From an optimization exercise on the open Yosys and OpenROAD flow, aimed at small area, a short achievable clock period and few clock cycles; shortcuts taken in it are not production practice. The RTL was checked by simulation tests, not by an equivalence proof against the original design. No activity file was given, so power comes from the tool's default toggle rates.

### flow/config.mk
export PLATFORM = sky130hd
export DESIGN_NAME = Riscv151
export DESIGN_NICKNAME = Riscv151
export VERILOG_FILES = /design/flow/design.v
export SDC_FILE = /design/flow/constraint.sdc
export NUM_CORES = 8
export LEC_CHECK = 0
export CAP_MARGIN = 20
export CORE_MARGIN = 2
export CORE_UTILIZATION = 40
export SLEW_MARGIN = 20
### flow/constraint.sdc
create_clock -name core_clock -period 10.0 [get_ports {clk}]
set_input_delay 2.0000 -clock core_clock [delete_from_list [all_inputs] [get_ports {clk}]]
set_output_delay 2.0000 -clock core_clock [all_outputs]
set_load 0.01 [all_outputs]
### flow/design.v
module REGISTER(q, d, clk);
   parameter N = 1;
   output reg [N-1:0] q;
   input [N-1:0]      d;
   input 	     clk;
   always @(posedge clk)
    q <= d;
endmodule  
module REGISTER_CE(q, d, ce, clk);
   parameter N = 1;
   output reg [N-1:0] q;
   input [N-1:0]      d;
   input 	      ce, clk;
   always @(posedge clk)
     if (ce) q <= d;
endmodule  
module REGISTER_R(q, d, rst, clk);
   parameter N = 1;
   parameter INIT = {N{1'b0}};
   output reg [N-1:0] q;
   input [N-1:0]      d;
   input 	      rst, clk;
   always @(posedge clk)
     if (rst) q <= INIT;
     else q <= d;
endmodule  
module REGISTER_R_CE(q, d, rst, ce, clk);
   parameter N = 1;
   parameter INIT = {N{1'b0}};
   output reg [N-1:0] q;
   input [N-1:0]      d;
   input 	      rst, ce, clk;
   always @(posedge clk)
     if (rst) q <= INIT;
     else if (ce) q <= d;
endmodule  
module REGFILE_1W2R(d0, addr0, we0, q1, addr1, q2, addr2, clk);
    parameter DWIDTH = 8;                
    parameter AWIDTH = 8;                
    parameter DEPTH = 256;               
    input clk;
    input [DWIDTH-1:0] d0;                
    input [AWIDTH-1:0] addr0;             
    input              we0;               
    input [AWIDTH-1:0] addr1;             
    output [DWIDTH-1:0] q1;
    input [AWIDTH-1:0] addr2;             
    output [DWIDTH-1:0] q2;
    reg [DWIDTH-1:0] mem [DEPTH-1:0];
    always @(posedge clk) begin
        if (we0 == 1 && addr0 != 0)
            mem[addr0] <= d0;
    end
    assign q1 = (addr1 == 0) ? {DWIDTH{1'b0}} : mem[addr1];
    assign q2 = (addr2 == 0) ? {DWIDTH{1'b0}} : mem[addr2];
endmodule  
module uart_transmitter #(
    parameter CLOCK_FREQ = 125_000_000,
    parameter BAUD_RATE = 115_200)
(
    input clk,
    input rst,
    input [7:0] data_in,
    input data_in_valid,
    output data_in_ready,
    output reg serial_out
);
    localparam SYMBOL_EDGE_TIME    = CLOCK_FREQ / BAUD_RATE;
    localparam CLOCK_COUNTER_WIDTH = $clog2(SYMBOL_EDGE_TIME);
    wire [9:0] tx_shift_val;
    reg [9:0] tx_shift_next;
    wire tx_shift_ce;
    REGISTER_CE #(.N(10)) tx_shift (
        .q(tx_shift_val),
        .d(tx_shift_next),
        .ce(tx_shift_ce),
        .clk(clk));
    wire [3:0] bit_counter_val;
    reg [3:0] bit_counter_next;
    wire bit_counter_ce, bit_counter_rst;
    REGISTER_R_CE #(.N(4), .INIT(0)) bit_counter (
        .q(bit_counter_val),
        .d(bit_counter_next),
        .ce(bit_counter_ce),
        .rst(bit_counter_rst),
        .clk(clk)
    );
    wire [CLOCK_COUNTER_WIDTH-1:0] clock_counter_val;
    reg [CLOCK_COUNTER_WIDTH-1:0] clock_counter_next;
    wire clock_counter_ce, clock_counter_rst;
    REGISTER_R_CE #(.N(CLOCK_COUNTER_WIDTH), .INIT(0)) clock_counter (
        .q(clock_counter_val),
        .d(clock_counter_next),
        .ce(clock_counter_ce),
        .rst(clock_counter_rst),
        .clk(clk)
    );
    wire is_symbol_edge = (clock_counter_val == SYMBOL_EDGE_TIME - 1);
    wire data_in_fire = data_in_valid & data_in_ready;
    reg state_next;
    wire state_val;
    assign data_in_ready=~(|bit_counter_val)&&~(|clock_counter_val);
    assign clock_counter_rst=data_in_ready&&~data_in_valid||rst;
    assign tx_shift_ce=1'b1;
    assign bit_counter_ce=1'b1;
    assign clock_counter_ce=1'b1;
    assign bit_counter_rst=rst;
    always @(*) begin
        clock_counter_next=clock_counter_val+1;
        serial_out=tx_shift_val[0];
        if(data_in_ready&&data_in_valid)
            tx_shift_next= {1'b1,data_in,1'b0};
        else begin
            if(is_symbol_edge)
                tx_shift_next={1'b1,tx_shift_val[9:1]};
            else
                tx_shift_next=tx_shift_val;
        end
        if(data_in_ready)
            serial_out=1'b1;
        if(bit_counter_val==9&&is_symbol_edge)
            bit_counter_next=0;
        else begin
            if(is_symbol_edge)
                bit_counter_next=bit_counter_val+1;
            else 
               bit_counter_next=bit_counter_val ;
        end
        if(is_symbol_edge)
            clock_counter_next=0;
    end
endmodule
module uart_receiver #(
    parameter CLOCK_FREQ = 125_000_000,
    parameter BAUD_RATE  = 115_200
) (
    input clk,
    input rst,
    output [7:0] data_out,
    output  data_out_valid,
    input data_out_ready,
    input serial_in
);
    localparam SYMBOL_EDGE_TIME    = CLOCK_FREQ / BAUD_RATE;
    localparam SAMPLE_TIME         = SYMBOL_EDGE_TIME / 2;
    localparam CLOCK_COUNTER_WIDTH = $clog2(SYMBOL_EDGE_TIME);
    wire [9:0] rx_shift_val;
    reg [9:0] rx_shift_next;
    wire rx_shift_ce;
    REGISTER_CE #(.N(10)) rx_shift (
        .q(rx_shift_val),
        .d(rx_shift_next),
        .ce(rx_shift_ce),
        .clk(clk));
    assign data_out=rx_shift_next[8:1];
    wire [3:0] bit_counter_val;
    reg [3:0] bit_counter_next;
    wire bit_counter_ce;
    wire bit_counter_rst;
    REGISTER_R_CE #(.N(4), .INIT(0)) bit_counter (
        .q(bit_counter_val),
        .d(bit_counter_next),
        .ce(bit_counter_ce),
        .rst(bit_counter_rst),
        .clk(clk)
    );
    assign bit_counter_rst=rst;
    wire [CLOCK_COUNTER_WIDTH-1:0] clock_counter_val;
    reg [CLOCK_COUNTER_WIDTH-1:0] clock_counter_next;
    wire clock_counter_ce;
    reg clock_counter_rst;
    REGISTER_R_CE #(.N(CLOCK_COUNTER_WIDTH), .INIT(0)) clock_counter (
        .q(clock_counter_val),
        .d(clock_counter_next),
        .ce(clock_counter_ce),
        .rst(clock_counter_rst),
        .clk(clk)
    );
    wire is_symbol_edge = (clock_counter_val == SYMBOL_EDGE_TIME - 1);
    wire is_sample_time = (clock_counter_val == SAMPLE_TIME - 1);
    wire data_out_fire;
    assign  data_out_fire= data_out_valid & data_out_ready;
    wire state_next;
    wire state_val;
    reg state_rst;
    REGISTER_R_CE #(.N(1),.INIT(0)) negedge_state(.d(state_next),.q(state_val),.rst(state_rst),.clk(clk),.ce(1'b1));
    wire data_out_valid_val;
    reg  data_out_valid_next,data_out_valid_state_ce;
    REGISTER_R_CE #(.N(1),.INIT(0)) data_out_valid_state(.d(data_out_valid_next),.q(data_out_valid_val),.rst(data_out_fire|rst),.ce(data_out_valid_state_ce),.clk(clk));
    reg bit_ce,ser_ce;
    assign data_out_valid=data_out_valid_val;
    assign state_next=bit_ce|~serial_in;
    assign bit_counter_ce=1'b1;  
    assign rx_shift_ce=1'b1;
    assign clock_counter_ce=state_val;
    always @(*) begin
        clock_counter_rst= rst;
        clock_counter_next=clock_counter_val+1;
        bit_counter_next=bit_counter_val;
        rx_shift_next=rx_shift_val;
        data_out_valid_next=1'b0;
        bit_ce=1'b1;
        state_rst=1'b0;
        data_out_valid_state_ce=0;
        if(is_symbol_edge) begin
            clock_counter_next=0;
        end
        if(is_sample_time) begin
            rx_shift_next={serial_in,rx_shift_val[9:1]};
            if(bit_counter_val==4'd9) begin
                data_out_valid_next=1'b1;
                data_out_valid_state_ce=1;
                bit_counter_next=0;
                bit_ce=1'b0;
                state_rst=1'b1;
                clock_counter_rst=1'b1;
                state_rst=1'b1;
            end
            else begin
            bit_counter_next=bit_counter_val+1;
            end
        end
        if(bit_counter_val==4'd0)
            bit_ce=1'b0;
    end
endmodule
module IO_MEM
    #(parameter CPU_CLOCK_FREQ    = 50_000_000,
        parameter BAUD_RATE         = 115200)
    (
    input [31:0] io_addr,
    input [3:0] io_we,
    input clk,
    input rst,
    input inst_valid,
    input [31:0] d,
    input SERIAL_IN,
    input mem_re,
    output reg [31:0] q,
    output SERIAL_OUT
    );
wire  [7:0] io_addr_piped;
wire [31:0] d_piped;
wire  [3:0]io_we_piped;
wire inst_valid_piped;
REGISTER_R #(.N(8))io_addr_reg(.d(io_addr[7:0]),.q(io_addr_piped),.rst(rst),.clk(clk));
REGISTER_R #(.N(32))d_reg(.d(d),.q(d_piped),.rst(rst),.clk(clk));
wire uart_tx_data_in_ready_piped,uart_rx_data_out_valid_piped;
wire [7:0] uart_rx_data_out_piped;
wire io_re_piped;
REGISTER_R #(.N(16))sig_reg(.d({{io_we},{inst_valid},{uart_tx_data_in_ready},{uart_rx_data_out_valid},{uart_rx_data_out},{mem_re&io_addr[31]}}),
                            .q({{io_we_piped},{inst_valid_piped},{uart_tx_data_in_ready_piped},{uart_rx_data_out_valid_piped},{uart_rx_data_out_piped},{io_re_piped}}),
                            .rst(rst),.clk(clk));
wire [7:0] uart_rx_data_out;
wire uart_rx_data_out_valid;
reg uart_rx_data_out_ready;
uart_receiver #(
    .CLOCK_FREQ(CPU_CLOCK_FREQ),
    .BAUD_RATE(BAUD_RATE)) uart_rx (
    .clk(clk),
    .rst(rst),
    .data_out(uart_rx_data_out),              
    .data_out_valid(uart_rx_data_out_valid),  
    .data_out_ready(uart_rx_data_out_ready),  
    .serial_in(SERIAL_IN)                
);
wire [7:0] uart_tx_data_in;
reg uart_tx_data_in_valid;
wire uart_tx_data_in_ready;
uart_transmitter #(
    .CLOCK_FREQ(CPU_CLOCK_FREQ),
    .BAUD_RATE(BAUD_RATE)) uart_tx (
    .clk(clk),
    .rst(rst),
    .data_in(uart_tx_data_in),              
    .data_in_valid(uart_tx_data_in_valid),  
    .data_in_ready(uart_tx_data_in_ready),  
    .serial_out(SERIAL_OUT)             
);
wire [31:0] cycle_conter_next;
wire [31:0] cycle_conter_val;
reg cycle_conter_rst;
REGISTER_R #(.N(32),.INIT(0)) cycle_conter(.clk(clk),.rst(rst|cycle_conter_rst),.d(cycle_conter_next),.q(cycle_conter_val));
assign cycle_conter_next=cycle_conter_val+1;
wire  [31:0] instruct_conter_next;
wire [31:0] instruct_conter_val;
reg instruct_conter_rst;
REGISTER_R #(.N(32),.INIT(0)) instruct_conter(.clk(clk),.rst(rst|instruct_conter_rst),.d(instruct_conter_next),.q(instruct_conter_val));   
wire io_mem_write=io_we_piped[0]|io_we_piped[1]|io_we_piped[2]|io_we_piped[3];
assign instruct_conter_next=instruct_conter_val+inst_valid_piped;
assign uart_tx_data_in=d_piped[7:0];
always @(*)begin
    uart_tx_data_in_valid=0;
    uart_rx_data_out_ready=0;
    cycle_conter_rst=0;
    q=0;
    instruct_conter_rst=0;
    case(io_addr_piped)
        8'h00: q= {30'b0,uart_rx_data_out_valid_piped,uart_tx_data_in_ready_piped};
        8'h04: begin
            q={24'b0,uart_rx_data_out_piped};
            uart_rx_data_out_ready=io_re_piped;
        end 
        8'h08: uart_tx_data_in_valid=io_mem_write;
        8'h10: q=cycle_conter_val;
        8'h14: q=instruct_conter_val;
        8'h18: begin
                cycle_conter_rst=io_mem_write;
                instruct_conter_rst=io_mem_write;
            end
    endcase  
end
endmodule
module alu(dataA,dataB,ALUFunc,resData);
    parameter BIT=32;
    input [BIT-1:0]dataA;
    input [BIT-1:0]dataB;
    input [5-1:0] ALUFunc; 
    output reg[BIT-1:0]resData;
    reg [BIT-1:0]lt_res_sign;
    wire lt_res_unsign,eq_res;
    assign lt_res_unsign=dataA<dataB;
    assign eq_res=dataA==dataB;
    always @(*) begin
        case(ALUFunc)
            5'b0000: resData=dataA+dataB;
            5'b0001: resData=dataA-dataB;
            5'b0010: resData=lt_res_sign;
            5'b0011: resData=lt_res_unsign;
            5'b0100:resData=dataA^dataB;
            5'b0101:resData=dataA|dataB;
            5'b0110:resData=dataA&dataB;
            5'b0111:resData=dataA<<dataB[4:0];
            5'b1000: resData=dataA>>dataB[4:0];
            5'b1001: resData=($signed(dataA))>>>dataB[4:0];
            5'b1010: resData=eq_res;
            5'b11010:resData=~eq_res;
            5'b10010: resData=~lt_res_sign;
            5'b10011:resData=~lt_res_unsign;
            default:
                resData=0;
        endcase
    end
    always@(*)  begin   
            if(!dataA[BIT-1]&&!dataB[BIT-1])begin
                lt_res_sign=dataA<dataB;
            end
            else if (dataA[BIT-1]&&!dataB[BIT-1]) begin
                lt_res_sign=1;
            end
            else if(!dataA[BIT-1]&&dataB[BIT-1])begin
                lt_res_sign=0;
            end
            else begin
                lt_res_sign=dataA[BIT-2:0]<dataB[BIT-2:0];
            end
        end
endmodule
module branch_comp( Br_OP,dataA,dataB,comp_res);
    parameter BIT =32 ;
    input [3-1:0]Br_OP;
    input [BIT-1:0] dataA;
    input [BIT-1:0] dataB;
    output comp_res;
    reg comp_res;
    reg BrLt;
    always @(*) begin
        comp_res=0;
        case (Br_OP)
            3'b001: comp_res=BrLt;
            3'b011:comp_res=dataA<dataB;
            3'b101:comp_res=~BrLt;
            3'b111: comp_res=~(dataA<dataB);
            3'b010: comp_res=dataA==dataB;
            3'b110: comp_res=~(dataA==dataB);
        endcase
    end
    always @(*) begin
        if(!dataA[BIT-1]&&!dataB[BIT-1])begin
            BrLt=dataA<dataB;
        end
        else if (dataA[BIT-1]&&!dataB[BIT-1]) begin
            BrLt=1;
        end
        else if(!dataA[BIT-1]&&dataB[BIT-1])begin
            BrLt=0;
        end
        else begin
            BrLt=dataA[BIT-2:0]<dataB[BIT-2:0];
        end
    end
endmodule
module control(inst,PcJump,Branch,imm,regWE,BSel,ASel,ALUFunc,MemRE,MemWE,WBSel,CSR_EN,load_unsign,bhw,Br_OP);
    input [32-1:0] inst;
    output reg Branch;
    output reg PcJump,BSel,regWE,ASel,load_unsign;
    output reg  MemRE,MemWE;
    output reg [31:0] imm;
    output reg [3:0]bhw;
    output reg [1:0] CSR_EN;
    output reg [3-1:0] Br_OP;
    output reg [1:0]WBSel;
    output reg [5-1:0] ALUFunc;
    wire [6:0] opcode;
    wire [2:0] funct;
    assign opcode=inst[6:0];
    assign funct=inst[14:12];
    always @(*) begin
        Branch=0;
        PcJump=0;
        regWE=0;
        BSel=1;
        ASel=1;
        ALUFunc=5'b0000;
        MemRE=1'b0;
        MemWE=1'b0;
        WBSel=2'b01;
        imm={{20{inst[31]}},inst[31:20]};
        load_unsign=1;
        CSR_EN=0;
        bhw=4'b1111;
        Br_OP=0;
        case(opcode)
            7'b0110111: begin
                regWE=1;
                imm={inst[31:12],12'b0};
                WBSel=2'b11;
            end
            7'b0010111: begin
                regWE=1;
                ASel=0;
                WBSel=2'b01;
                imm={inst[31:12],12'b0};
            end
            7'b1101111: begin
                regWE=1;
                PcJump=1;
                ASel=0;
                WBSel=2'b00;
                imm={{11{inst[31]}},inst[31],inst[19:12],inst[20],inst[30:21],1'b0};
            end
            7'b1100111:begin
                regWE=1;
                PcJump=1;
                WBSel=2'b00;
                imm={{20{inst[31]}},inst[31:20]};
            end
            7'b1100011: begin
                Branch=1;
                WBSel=2'b01;
                ASel=0;
                imm={{19{inst[31]}},inst[31],inst[7],inst[30:25],inst[11:8],1'b0};
                case (funct)
                    3'b000: Br_OP=3'b010;
                    3'b001: Br_OP=3'b110;
                    3'b100: Br_OP=3'b001;
                    3'b101: Br_OP=3'b101;
                    3'b110: Br_OP=3'b011;
                    3'b111: Br_OP=3'b111;
                endcase
            end
            7'b0000011: begin
                regWE=1;
                WBSel=2'b10;
                load_unsign=0;
                MemRE=1;
                case(funct) 
                    3'b000: bhw=4'b001; 
                    3'b001:  bhw=4'b011; 
                    3'b010: bhw=4'b1111; 
                    3'b100:begin
                        load_unsign=1;
                        bhw=4'b001;
                    end
                    3'b101:begin
                        load_unsign=1;
                        bhw=4'b011;
                    end
                endcase
            end
            7'b0100011: begin
                ASel=1;
                 MemWE=1'b1;
                imm={{20{inst[31]}},inst[31:25],inst[11:7]};
                case(funct) 
                    3'b000: bhw=4'b001;
                    3'b001: bhw=4'b011;
                    3'b010: bhw=4'b1111;
                endcase
            end   
        7'b0010011:begin
                regWE=1;
            case(funct)
                3'b000: ALUFunc=5'b0000;
                3'b010:  ALUFunc=5'b0010; 
                3'b011:begin
                    ALUFunc=5'b0011;
                    imm={{20{inst[31]}},inst[31:20]};
                end
                3'b100: ALUFunc=5'b0100;
                3'b110: ALUFunc=5'b0101;
                3'b111: ALUFunc=5'b0110;
                3'b001:begin
                    ALUFunc=5'b0111;
                    imm={{27{inst[31]}},inst[24:20]};
                end
                3'b101:begin
                    if(inst[30])
                        ALUFunc=5'b1001;
                    else 
                        ALUFunc=5'b1000;
                    imm={{27{inst[31]}},inst[24:20]};
                end
         endcase
        end
        7'b0110011:begin
                    imm=32'b0;
                    BSel=0;
                regWE=1;
            case(funct)
                3'b000: begin
                    if(inst[30])
                        ALUFunc=5'b0001;
                    else
                        ALUFunc=5'b0000;
                end 
                3'b010: ALUFunc=5'b0010; 
                3'b011: ALUFunc=5'b0011;
                3'b100: ALUFunc=5'b0100;
                3'b110: ALUFunc=5'b0101;
                3'b111: ALUFunc=5'b0110;
                3'b001:  ALUFunc=5'b0111;
                3'b101:begin
                    if(inst[30])
                        ALUFunc=5'b1001;
                    else
                        ALUFunc=5'b1000;
                end
            endcase
        end
        7'b1110011:begin  
                imm={20'b0,inst[31:20]};
                CSR_EN=2'b0;
                case (funct)
                    3'b001:  CSR_EN=2'b01;
                    3'b101:  CSR_EN=2'b10;
                endcase
            end
    endcase
    end
endmodule
module csr (
    input [31:0] addr,
    input [31:0] data,
    input csr_WE,
    input clk,
    input rst,
    output  reg [31:0] state);
    localparam to_host_addr=31'h51e;
    wire [31:0] to_host_out;
    reg to_host_ce;
    wire [31:0] addr_piped;
    wire [31:0] data_piped;
    wire csr_WE_piped;
    REGISTER_R #(.N(32)) pipe_addr(.d(addr),.q(addr_piped),.clk(clk),.rst(rst));
    REGISTER_R #(.N(32)) pipe_data (.d(data),.q(data_piped),.clk(clk),.rst(rst));
    REGISTER_R #(.N(1)) pipe_con_sig(.d(csr_WE),.q(csr_WE_piped),.rst(rst),.clk(clk)); 
    REGISTER_R_CE #(.N(32),.INIT(0)) to_host(.q(to_host_out),.d(data_piped),.rst(rst),.clk(clk),.ce(to_host_ce));
    always @(*) begin
        to_host_ce=0;
        state=to_host_out;
        if(addr_piped==to_host_addr)begin
            to_host_ce=csr_WE_piped;
        end
    end
endmodule
module mask_bhw(bhw,mask,load_unsign,data_in,data_out);
    input [3:0]bhw;
    input [31:0] data_in;
    input load_unsign;
    output [31:0] data_out;
    input [3:0] mask;
    reg [31:0] data_unsign;
    assign  data_out=data_unsign;
    always @(*) begin
            data_unsign=data_in;
            case (mask)
                4'h1: data_unsign=(load_unsign)? {24'b0,data_in[7:0]}:{{24{data_in[7]}},data_in[7:0]};
                4'h2: data_unsign=(load_unsign)? {24'b0,data_in[15:8]}:{{24{data_in[15]}},data_in[15:8]};
                4'h4: data_unsign=(load_unsign)? {24'b0,data_in[23:16]}:{{24{data_in[23]}},data_in[23:16]};
                4'h8: data_unsign=(load_unsign)? {24'b0,data_in[31:24]}:{{24{data_in[31]}},data_in[31:24]};
                4'h3: data_unsign=(load_unsign)? {16'b0,data_in[15:0]}:{{16{data_in[15]}},data_in[15:0]};
                4'h6: data_unsign=(load_unsign)? {16'b0,data_in[23:8]}:{{16{data_in[23]}},data_in[23:8]};
                4'hc: data_unsign=(load_unsign)? {16'b0,data_in[31:16]}:{{16{data_in[31]}},data_in[31:16]};
            endcase 
        end
endmodule   
module Riscv151 #(
    parameter CPU_CLOCK_FREQ    = 100_000_000,
    parameter RESET_PC          = 32'h4000_0000,
    parameter BAUD_RATE         = 115200
) (
    input  clk,
    input  rst,
    input  FPGA_SERIAL_RX,
    output FPGA_SERIAL_TX,
    output [31:0] csr,
    output [13:0] imem_addra,
    input  [31:0] imem_douta,
    output [13:0] imem_addrb,
    output [31:0] imem_dinb,
    output [3:0]  imem_web,
    output [11:0] bios_addra,
    input  [31:0] bios_douta,
    output [11:0] bios_addrb,
    input  [31:0] bios_doutb,
    output [13:0] dmem_addra,
    output [31:0] dmem_dina,
    output [3:0]  dmem_wea,
    input  [31:0] dmem_douta
);
    wire [31:0] Pc_val;
    wire [31:0] Pc_next;
    wire [31:0] inst_addr_DC, inst_addr_EX,inst_addr_MEM;   
    wire inst_valid,inst_valid_MEM;  
    wire [31:0] Pc_add4=inst_addr+4;
    reg [31:0] inst_addr;
    always @(*) begin
        if(bp_fail)
            if(branch_taken)
                inst_addr=ALU_val;
            else 
                inst_addr=inst_addr_EX+4;
        else if(PcJump_EX)
                inst_addr=ALU_val;
        else if(bp_taken_en)
                inst_addr=branch_addr;
        else
                inst_addr=Pc_val;
    end
    wire PcSel;
    assign Pc_next=Pc_add4;
    REGISTER_R_CE #(.N(32),.INIT(RESET_PC)) pc(.d(Pc_add4),.q(Pc_val),.rst(rst),.clk(clk),.ce(~bubble_from_bypass));
    REGISTER_R_CE #(.N(32),.INIT(0)) PIPE_addr(.d(inst_addr),.q(inst_addr_DC),.rst(rst),.clk(clk),.ce(~bubble_from_bypass));
    localparam IMEM_AWIDTH = 14;
    localparam IMEM_DWIDTH = 32;
    localparam IMEM_DEPTH  = 16384;
    reg [3:0] imem_web_from_cpu;
    assign imem_addra=inst_addr[IMEM_AWIDTH+1:2];
    assign imem_web=imem_web_from_cpu;
    assign imem_dinb=dataB_shift;
    assign imem_addrb=RW_Mem_addr[IMEM_AWIDTH+1:2]; 
    wire regWE,BrUnsig,BSel,ASel,load_unsign,MemWE,MemRE,PcJump,inst_branch;
    wire PcJump_EX,branch_EX,BSel_EX,ASel_EX,loadu_EX,MemWE_EX,MemRE_EX,regWE_EX;
    wire [1:0]CSR_EN,CSR_EN_EX;
    wire [3-1:0] Br_OP,Br_OP_EX;
    wire [5-1:0] ALUFunc,ALUFunc_EX;
    wire [1:0] WBSel,WBSel_EX,WBSel_MEM,WBSel_WB;
    wire [31:0] imm,imm_EX,imm_MEM;
    wire [3:0] bhw,bhw_EX,bhw_MEM;
    assign PcSel=(branch_taken)? 1:PcJump_EX;
    assign inst_valid=~PcSel;
    wire [31:0] inst_back_up;
    wire bubble_from_bypass;
    REGISTER_R #(.N(32)) backup_inst(.d(inst),.q(inst_back_up),.clk(clk),.rst(rst));
    wire [31:0] inst,inst_in_control;
    assign inst= (bubble_inst_from_bypass)? inst_back_up: (inst_addr_DC[30])?  bios_douta:imem_douta;
    assign inst_in_control=(PcJump_EX||bp_fail)? 32'h0:inst;
    control  con(.inst(inst_in_control),.PcJump(PcJump),.Branch(inst_branch),.imm(imm),.regWE(regWE),
                .BSel(BSel),.ASel(ASel),.ALUFunc(ALUFunc),.MemWE(MemWE),.MemRE(MemRE),.WBSel(WBSel),.CSR_EN(CSR_EN),.load_unsign(load_unsign),.bhw(bhw),.Br_OP(Br_OP));
    wire bp_taken_DC,bp_taken_EX;
    REGISTER_R #(.N(1)) backup_bp_taken(.d(bp_taken),.q(bp_taken_DC),.clk(clk),.rst(rst));
    wire bp_taken=1'b0;   
    wire bp_fail=(bp_taken_EX!=branch_taken)&&branch_EX;
    wire [31:0] branch_addr=inst_addr_DC+imm;
    wire bp_taken_en=bp_taken_DC&&inst_branch;
    wire rf_we;
    wire [4:0]  rf_ra1, rf_ra2, rf_wa;
    wire [31:0] rf_wd;
    wire [31:0] rf_rd1, rf_rd2;
    REGFILE_1W2R # (
        .AWIDTH(5),
        .DWIDTH(32),
        .DEPTH(32)
    ) rf (
        .d0(rf_wd),      
        .addr0(rf_wa),   
        .we0(rf_we),     
        .q1(rf_rd1),     
        .addr1(rf_ra1),  
        .q2(rf_rd2),     
        .addr2(rf_ra2),  
        .clk(clk));
    wire [4:0] RS1,RS1_EX,RS2,RS2_EX,RD,RD_MEM,RD_EX;
    assign RD=inst[11:7];
    assign RS1=inst[19:15];
    assign RS2=inst[24:20];
    assign rf_ra1=RS1;
    assign rf_ra2=RS2;
    assign rf_wa=RD_WB;
    assign rf_we=(rf_wa==5'b0)? 0:regWE_WB;
    assign rf_wd=WB_val;
    REGISTER_R #(.N(26),.INIT(0)) PIPE_SIG_EX(
                .d({{PcJump},{inst_branch},{regWE},{BSel},{ASel},{ALUFunc},{MemWE},{MemRE},
                    {WBSel},{CSR_EN},{load_unsign},{bhw},{Br_OP},{inst_valid},{bp_taken_DC}}),
                .q({{PcJump_EX},{branch_EX},{regWE_EX},{BSel_EX},{ASel_EX},{ALUFunc_EX},{MemWE_EX},{MemRE_EX},{WBSel_EX},{CSR_EN_EX},
                    {loadu_EX},{bhw_EX},{Br_OP_EX},{inst_valid_MEM},{bp_taken_EX}}),
                .rst(rst|bubble_from_bypass),.clk(clk));
    REGISTER_R #(.N(32),.INIT(0)) PIPE_IMM_1(.d(imm),.q(imm_EX),.rst(rst),.clk(clk));
    REGISTER_R #(.N(15),.INIT(0)) PIPE_RSRD(.d({{RS1},{RS2},{RD}}),.q({{RS1_EX},{RS2_EX},{RD_EX}}),.rst(rst),.clk(clk));
    wire [31:0] rs1_data,rs1_data_EX,rs2_data,rs2_data_EX;
    REGISTER_R #(.N(32),.INIT(0)) PIPE_rs1_data(.d(rs1_data),.q(rs1_data_EX),.rst(rst),.clk(clk));
    REGISTER_R #(.N(32),.INIT(0)) PIPE_rs2_data(.d(rs2_data),.q(rs2_data_EX),.rst(rst),.clk(clk));
    REGISTER_R_CE #(.N(32),.INIT(0)) PIPE_PC1(.d(inst_addr_DC),.q(inst_addr_EX),.rst(rst),.clk(clk),.ce(1'b1));
    REGISTER_R #(.N(32)) PIPE_PC2(.d(inst_addr_EX),.q(inst_addr_MEM),.rst(rst),.clk(clk));
    wire bypass_EX_EN=(RD_EX!=5'b0)&&regWE_EX&&(~MemRE_EX);
    wire bypass_MEM_EN=(RD_MEM!=5'b0)&&regWE_MEM;
    wire bypass_WB_EN=(RD_WB!=5'b0)&&regWE_WB;
    assign bubble_from_bypass=(RD_EX!=5'b0)&&regWE_EX&&MemRE_EX&&(RS1==RD_EX||RS2==RD_EX);
    reg [31:0] bypass_data_EX,bypass_data_MEM;
    wire [31:0] bypass_data_WB;
    always @(*) begin
        case(WBSel_EX)
            2'b00: bypass_data_EX=inst_addr_DC;
            2'b01: bypass_data_EX=ALU_val; 
            2'b10: bypass_data_EX=0; 
            2'b11: bypass_data_EX=imm_EX; 
        endcase
        case(WBSel_MEM)
            2'b00: bypass_data_MEM=inst_addr_EX;
            2'b01: bypass_data_MEM=ALU_val_MEM; 
            2'b10: bypass_data_MEM=MemSel_out; 
            2'b11: bypass_data_MEM=imm_MEM; 
        endcase
    end
    assign bypass_data_WB=WB_val;
    assign rs1_data=(RS1==RD_EX&&bypass_EX_EN)? bypass_data_EX : (RS1==RD_MEM&&bypass_MEM_EN)? bypass_data_MEM:  (RS1==RD_WB&&bypass_WB_EN)? bypass_data_WB  :rf_rd1 ;
    assign rs2_data=(RS2==RD_EX&&bypass_EX_EN)? bypass_data_EX : (RS2==RD_MEM&&bypass_MEM_EN)? bypass_data_MEM:  (RS2==RD_WB&&bypass_WB_EN)? bypass_data_WB  :rf_rd2 ;
    wire insert_buble_next,bubble_inst_from_bypass;
    REGISTER_R #(.N(1),.INIT(0)) insert_bubble_state(.d({{bubble_from_bypass}}),
            .q({{bubble_inst_from_bypass}}),.rst(rst),.clk(clk));
    wire [31:0] dataA,dataB;
    assign dataA=rs1_data_EX;
    assign dataB=rs2_data_EX;
    wire b_comp_res,branch_taken;
    branch_comp brc(.Br_OP(Br_OP_EX),.dataA(dataA),.dataB(dataB),.comp_res(b_comp_res));
    assign branch_taken=b_comp_res&&branch_EX;
    wire [31:0]csr_next,csr_val;
    wire csr_WE=CSR_EN_EX[0]||CSR_EN_EX[1];
    csr csr_M(.addr(imm_EX),.data(csr_next),.csr_WE(csr_WE),.rst(rst),.clk(clk),.state(csr_val));
    assign csr_next=CSR_EN_EX[0]? dataA:{27'b0,RS1_EX};
    assign csr=csr_val;
    wire [31:0]ALU_in_A;
    wire [31:0]ALU_in_B;
    wire [31:0] ALU_val;
    wire [31:0] ALU_val_MEM;
    assign ALU_in_A=(ASel_EX)? dataA:inst_addr_EX;
    assign ALU_in_B=(BSel_EX)? imm_EX:dataB;
    alu  alu(.dataA(ALU_in_A),.dataB(ALU_in_B),.ALUFunc(ALUFunc_EX),.resData(ALU_val));
    wire regWE_MEM,loadu_MEM;
    reg [3:0]write_mask;
    wire [3:0]write_mask_MEM;
    REGISTER_R #(.N(32),.INIT(32'h0)) PIPE_IMM_2(.d(imm_EX),.q(imm_MEM),.rst(rst),.clk(clk));
    REGISTER_R #(.N(17),.INIT(0)) PIPE_CON_SIG_2(.d({{regWE_EX},{WBSel_EX},{loadu_EX},{bhw_EX},{RD_EX},{write_mask}}),
                .q({{regWE_MEM},{WBSel_MEM},{loadu_MEM},{bhw_MEM},{RD_MEM},{write_mask_MEM}}),
                .rst(rst),.clk(clk));
    REGISTER_R #(.N(32),.INIT(0)) PIPE_ALU_VAL(.d(ALU_val),.q(ALU_val_MEM),.rst(rst),.clk(clk));
    wire [31:0] RW_Mem_addr=ALU_in_A+ALU_in_B;
    localparam BIOS_AWIDTH = 12;
    localparam BIOS_DWIDTH = 32;
    localparam BIOS_DEPTH  = 4096;
    assign bios_addra=inst_addr[BIOS_AWIDTH+1:2];
    assign bios_addrb=RW_Mem_addr[BIOS_AWIDTH+1:2];
    localparam DMEM_AWIDTH = 14;
    localparam DMEM_DWIDTH = 32;
    localparam DMEM_DEPTH  = 16384;
    reg [3:0] dmem_wea_from_cpu;
    assign dmem_addra=RW_Mem_addr[DMEM_AWIDTH+1:2];
    assign dmem_dina=dataB_shift;
    assign dmem_wea=dmem_wea_from_cpu;
    reg [3:0] io_we;
    wire [31:0] IO_out;
    IO_MEM #(.CPU_CLOCK_FREQ(CPU_CLOCK_FREQ),.BAUD_RATE(BAUD_RATE)) io_m(.io_addr(RW_Mem_addr),.io_we(io_we),.clk(clk),.rst(rst),.inst_valid(inst_valid_MEM),.d(dataB),.q(IO_out),
        .SERIAL_IN(FPGA_SERIAL_RX),.SERIAL_OUT(FPGA_SERIAL_TX),.mem_re(MemRE_EX)
    );
    wire [31:0] ALU_val_WB,MemSel_out_MEM,imm_WB;
    wire [4:0] RD_WB;
    wire regWE_WB,MemRE_WB;
    REGISTER_R #(.N(32)) PIPE_ALU_VAL1(.d(ALU_val_MEM),.q(ALU_val_WB),.rst(rst),.clk(clk));
    REGISTER_R #(.N(32)) PIPE_MemSel(.d(MemSel_out),.q(MemSel_out_MEM),.rst(rst),.clk(clk));
    REGISTER_R #(.N(32)) PIPE_IMM2(.d(imm_MEM),.q(imm_WB),.rst(rst),.clk(clk));
    REGISTER_R #(.N(9)) PIPE_RD3(.d({{regWE_MEM},{RD_MEM},{WBSel_MEM},{MemRE_EX}}),
                                    .q({{regWE_WB},{RD_WB},{WBSel_WB},{MemRE_WB}}),.rst(rst),.clk(clk));
    wire [31:0] Mask_out,Mask_in,MemSel_out;
    assign Mask_in=(ALU_val_MEM[30])? bios_doutb:dmem_douta;
    assign MemSel_out=(ALU_val_MEM[31])? IO_out:Mask_out;
    mask_bhw mask(.bhw(bhw_MEM),.mask(write_mask_MEM),.load_unsign(loadu_MEM),.data_in(Mask_in),.data_out(Mask_out));
    reg [31:0] WB_val;
    always @(*) begin
        case (WBSel_WB)
            2'b00: WB_val=inst_addr_MEM;
            2'b01: WB_val=ALU_val_WB;
            2'b10: WB_val=MemSel_out_MEM;
            2'b11: WB_val=imm_WB;
        endcase
    end
    wire bios_M=inst_addr_EX[30];
    reg [31:0]dataB_shift;
    always @(*) begin
        write_mask=bhw_EX<<RW_Mem_addr[1:0];
        dataB_shift=dataB<<{RW_Mem_addr[1:0],3'b0};
        if(RW_Mem_addr[1:0]==2'b11&&bhw_EX==4'b11)begin
                write_mask=4'b1100;
                dataB_shift={dataB[15:0],16'b0};
            end
        io_we=0;
        imem_web_from_cpu=0;
        dmem_wea_from_cpu=0;
        if(MemWE_EX)begin
            io_we=write_mask&{4{RW_Mem_addr[31]}};
            if(RW_Mem_addr[29]&&bios_M)
                imem_web_from_cpu=write_mask;
            else
                dmem_wea_from_cpu=write_mask; 
        end
    end 
endmodule
### flow/run.sh
#!/bin/bash
# synth_recipe.tcl (not shown) runs the flow's synth.tcl, then flattens the netlist and writes it again
# the make line also repeats each setting of config.mk as NAME=value (left out here)
make -C /OpenROAD-flow-scripts/flow DESIGN_CONFIG=/design/flow/config.mk WORK_HOME=/design/flow/orfs CLKGATE_MAP_FILE= SYNTH_SCRIPT=/design/flow/synth_recipe.tcl finish
==> run summary <==
path summary, 6_finish.rpt:
kind | depth (start not counted) | slack [ns] | startpoint | endpoint
max | 13 | 1.21 | PIPE_SIG_EX.q[21] | imem_addra[13]
min | 1 | 0.44 | PIPE_SIG_EX.q[1] | io_m.sig_reg.q[11]
max reg2reg | 26 | 2.42 | PIPE_SIG_EX.q[21] | PIPE_rs2_data.q[0]
min reg2reg | 1 | 0.44 | PIPE_SIG_EX.q[1] | io_m.sig_reg.q[11]
cell type report:
class	count	share of cell area, %
clock buffers	237	4.905
clock inverters	99	1.111
inverters	205	0.7676
flip-flops and latches	1692	43.77
multi-input cells	4976	41.22
diodes	12	0.02972
repair buffers	486	4.522
well taps	2975	3.683
where the power goes:
| group | switching, uW | internal, uW |
|---|---|---|
| Combinational | 2320 | 1300 |
| Sequential | 214 | 7490 |
| Clock | 2970 | 3940 |
| Total | 5500 | 12700 |
layer usage:
metal	track usage [%]	vias to the layer above	wire, microns
met5	0	-	173
li1	-	28390	-
met4	15.35	28	19840
met3	8.136	750	38940
met2	46.00	3929	155800
met1	41.19	34640	141400
cell families after synthesis:
kind of cell	synth area share (%)
simple gates	10.95
flops	49.72
compound gates	11.41
mux	20.13
buf+inv	4.147
xor+xnor	1.556
fa+ha+maj	2.077
other cells	0.004217
placed cells by master (no fill, tap or decap), types with 33 or more instances in the layout:
cell | netlist | routed
edfxtp_1 | 1033 | 1033
nor2_1 | 759 | 725
dfxtp_1 | 659 | 649
mux4_2 | 586 | 586
a21oi_1 | 494 | 492
mux2i_1 | 424 | 422
nand2_1 | 402 | 402
nor2b_1 | 316 | 314
a211oi_1 | 313 | 311
clkdlybuf4s50_1 | 0 | 300
o21ai_0 | 227 | 223
inv_1 | 198 | 196
clkbuf_16 | 0 | 186
buf_4 | 102 | 172
ha_1 | 142 | 141
nand3_1 | 111 | 110
and2_1 | 111 | 109
nor3_1 | 99 | 97
xnor2_1 | 84 | 84
o22ai_1 | 76 | 76
xor2_1 | 74 | 74
o21a_1 | 61 | 57
nand4_1 | 47 | 47
o211ai_1 | 46 | 46
clkbuf_1 | 386 | 39
clkinv_2 | 0 | 35
mux2_2 | 34 | 34
and3_1 | 33 | 33
stage by stage:
| step | instance area (sq um) | setup slack, ns | std cells | utilization [%] |
|---|---|---|---|---|
| after global routing | 101100 | 0.9880 | 10680 | 45.59 |
| after floorplan | 89040 | 3.298 | 7514 | - |
| after detailed placement | 94930 | 2.327 | 10330 | 42.83 |
| after global placement | 94920 | 2.284 | 10330 | 42.82 |
| after CTS | 101000 | 1.350 | 10670 | 45.57 |
| final | 101100 | 1.210 | 10680 | 45.59 |
cell usage after synthesis (all sizes together) (14+ instances only):
library cell  number  area [sq um]
a211o             28         245.2
a211oi           314          2362
a21o              24         180.2
a21oi            494          2472
a221oi            23         207.7
a22o              20         175.2
a22oi             32         240.2
a31oi             30         187.7
and2             113         706.9
and3              33         206.5
buf              255          1464
clkbuf           386          1449
dfxtp            659         13190
edfxtp          1033         31020
ha               142          1777
inv              201         754.5
mux2              34         382.9
mux2i            428          4317
mux4             586         13200
nand2            402          1509
nand2b            17         106.4
nand3            111         555.5
nand4             47         294.0
nor2             759          2849
nor2b            317          1986
nor3             100         505.5
nor4              27         190.2
nor4b             14         165.2
o211ai            46         345.3
o21a              61         457.9
o21ai            239          1196
o22ai             76         475.5
o31ai             27         202.7
or3               22         137.6
xnor2             84         735.7
xor2              74         648.1
==> reports/summary.txt <==
Most frequent CP cell: nor3_1
Die ar.: 0.2261 sq mm
Cell-by-cell trace of the critical path: buf_4 -> mux2i_1 -> ha_1 -> nor3_1 -> nand2_1 -> a2111oi_2 -> o211ai_1 -> and3_1 -> o21a_1 -> nor3_1 -> or2_2 -> mux2_2 -> clkdlybuf4s50_1
RSZ-0062 raised after global routing: false
Die W: 475.5 microns
# nets final: 7819
Post-Syn Area: 0.08892 sq mm
Clock sink count: 1692
Post-CTS sizing: 0
Register area: 0.04423 sq mm
Synthesis-stage register bit count: 1692
H-tree levels: 4
Setup Total Neg Slack: 0 ns
Maxcap violations: 0
Hold_buf cts: 0
Number of buffers created by CTS: 182
Gr ovfl total: 0
Starting Density: 40.12%
Worst Skew: 0.05945 ns
DRC viols: 0
Antenna-violating nets left: 0
Seq/Total Area, Yosys: 49.72%
Design Power: 18230 uW
Fillers: 20090
Clk Latency, worst-skew pair: 0.86 ns
Peak supply drop: 142.8 uV
Syn. warnings: 27
CP max stage delay: 0.78 ns
Hold WC Path Type: reg2reg
Largest net degree at the start of global routing: 186
Syn avg cell area: 11.88 sq um
Routability Congestion: 1.096
Crit path buf inv count: 2
Total setup buffers inserted after CTS: 0
CTS max path bufs: 3
Critical path startpoint category: register
Period utilisation layout: 87.90%
Vias per cell: 6.341
Initial DRC count: 9197
Max Slew Vio Count: 0
Layout cells sized above 1: 15.72%
I/O pin total: 302
Rel. slew slack: 7.410%
Vias in the first global route: 64450
Routed wire length: 356.2 mm
Measured slew at the worst slew-check pin: 1.389 ns
Post-DP HPWL: 248.8 mm
Ys flop type: edfxtp_1
Critical Path End Type: primary output
Power per standard cell area: 180.4 mW/mm^2
Post-synth EDFFs: 1033
Clk slew on worst S/H paths: 0.07 ns
Crit-path max FO: 18
Final Hold Vio Count: 0
Pre-antenna DRT Iters: 6
Setup CP Type: reg2out
Delay-heaviest family, CP: simple AND/OR/NAND/NOR gates
WL/cell: 33.34 microns
Minimum clock period: 8.790 ns
Reg with most FFs: rf.mem
Slowest cell on crit path: dfxtp_2
Vias: 67730
Core ar.: 0.2217 sq mm
Initial antenna violation count: 35
CTS tree: built
Clock root buffer: clkbuf_16
Site row count: 173
First-pass GRT wire length: 492.6 mm
Final setup viols: 0
Post-Syn Instances: 7483
Synth unique cells: 107
Area of the multi-input gates: 0.04165 sq mm
WP data arrival: 6.79 ns
F_max: 113.8 MHz
PortBufs: 301
Die Ht: 475.5 microns
Critical Path RT: 8.00 ns
Status: timing/DRC/antenna clean
GRT Overall Usage: 30.74%
Syn-to-layout area delta: 13.65%
Max reg flops: 1024
Final hold slack: 0.4381 ns
Fraction of registers with async set/reset: 0%
Leakage power: 0.03490 uW
Testbench counts, summed over its fixed seeds: cycles 231,151.

## static timing again, ports no longer ideal
Ports are ideal in the flow. The routed layout listed here was re-timed in OpenROAD. Step 1 assumes that a clkbuf_16 drives the clock port and a buf_2 every other input. Step 2, shift: input delay + t, output delay - t, t = (earliest + latest rising clock arrival at the registers) / 2. This alone moves slack from input paths to output paths. Slacks: no drivers / after step 1 / after step 2; pairs: no drivers / after step 1.
t, ns: 0.922
setup slack, ns: 1.210 / 1.120 / 2.042
worst setup path at the end: register to output
clock arrival spread, ns: 0.060 / 0.060
After both steps this run still meets setup and hold. For this run, drivers alone change the setup slack by -0.090 ns; drivers and shift together by +0.832 ns.
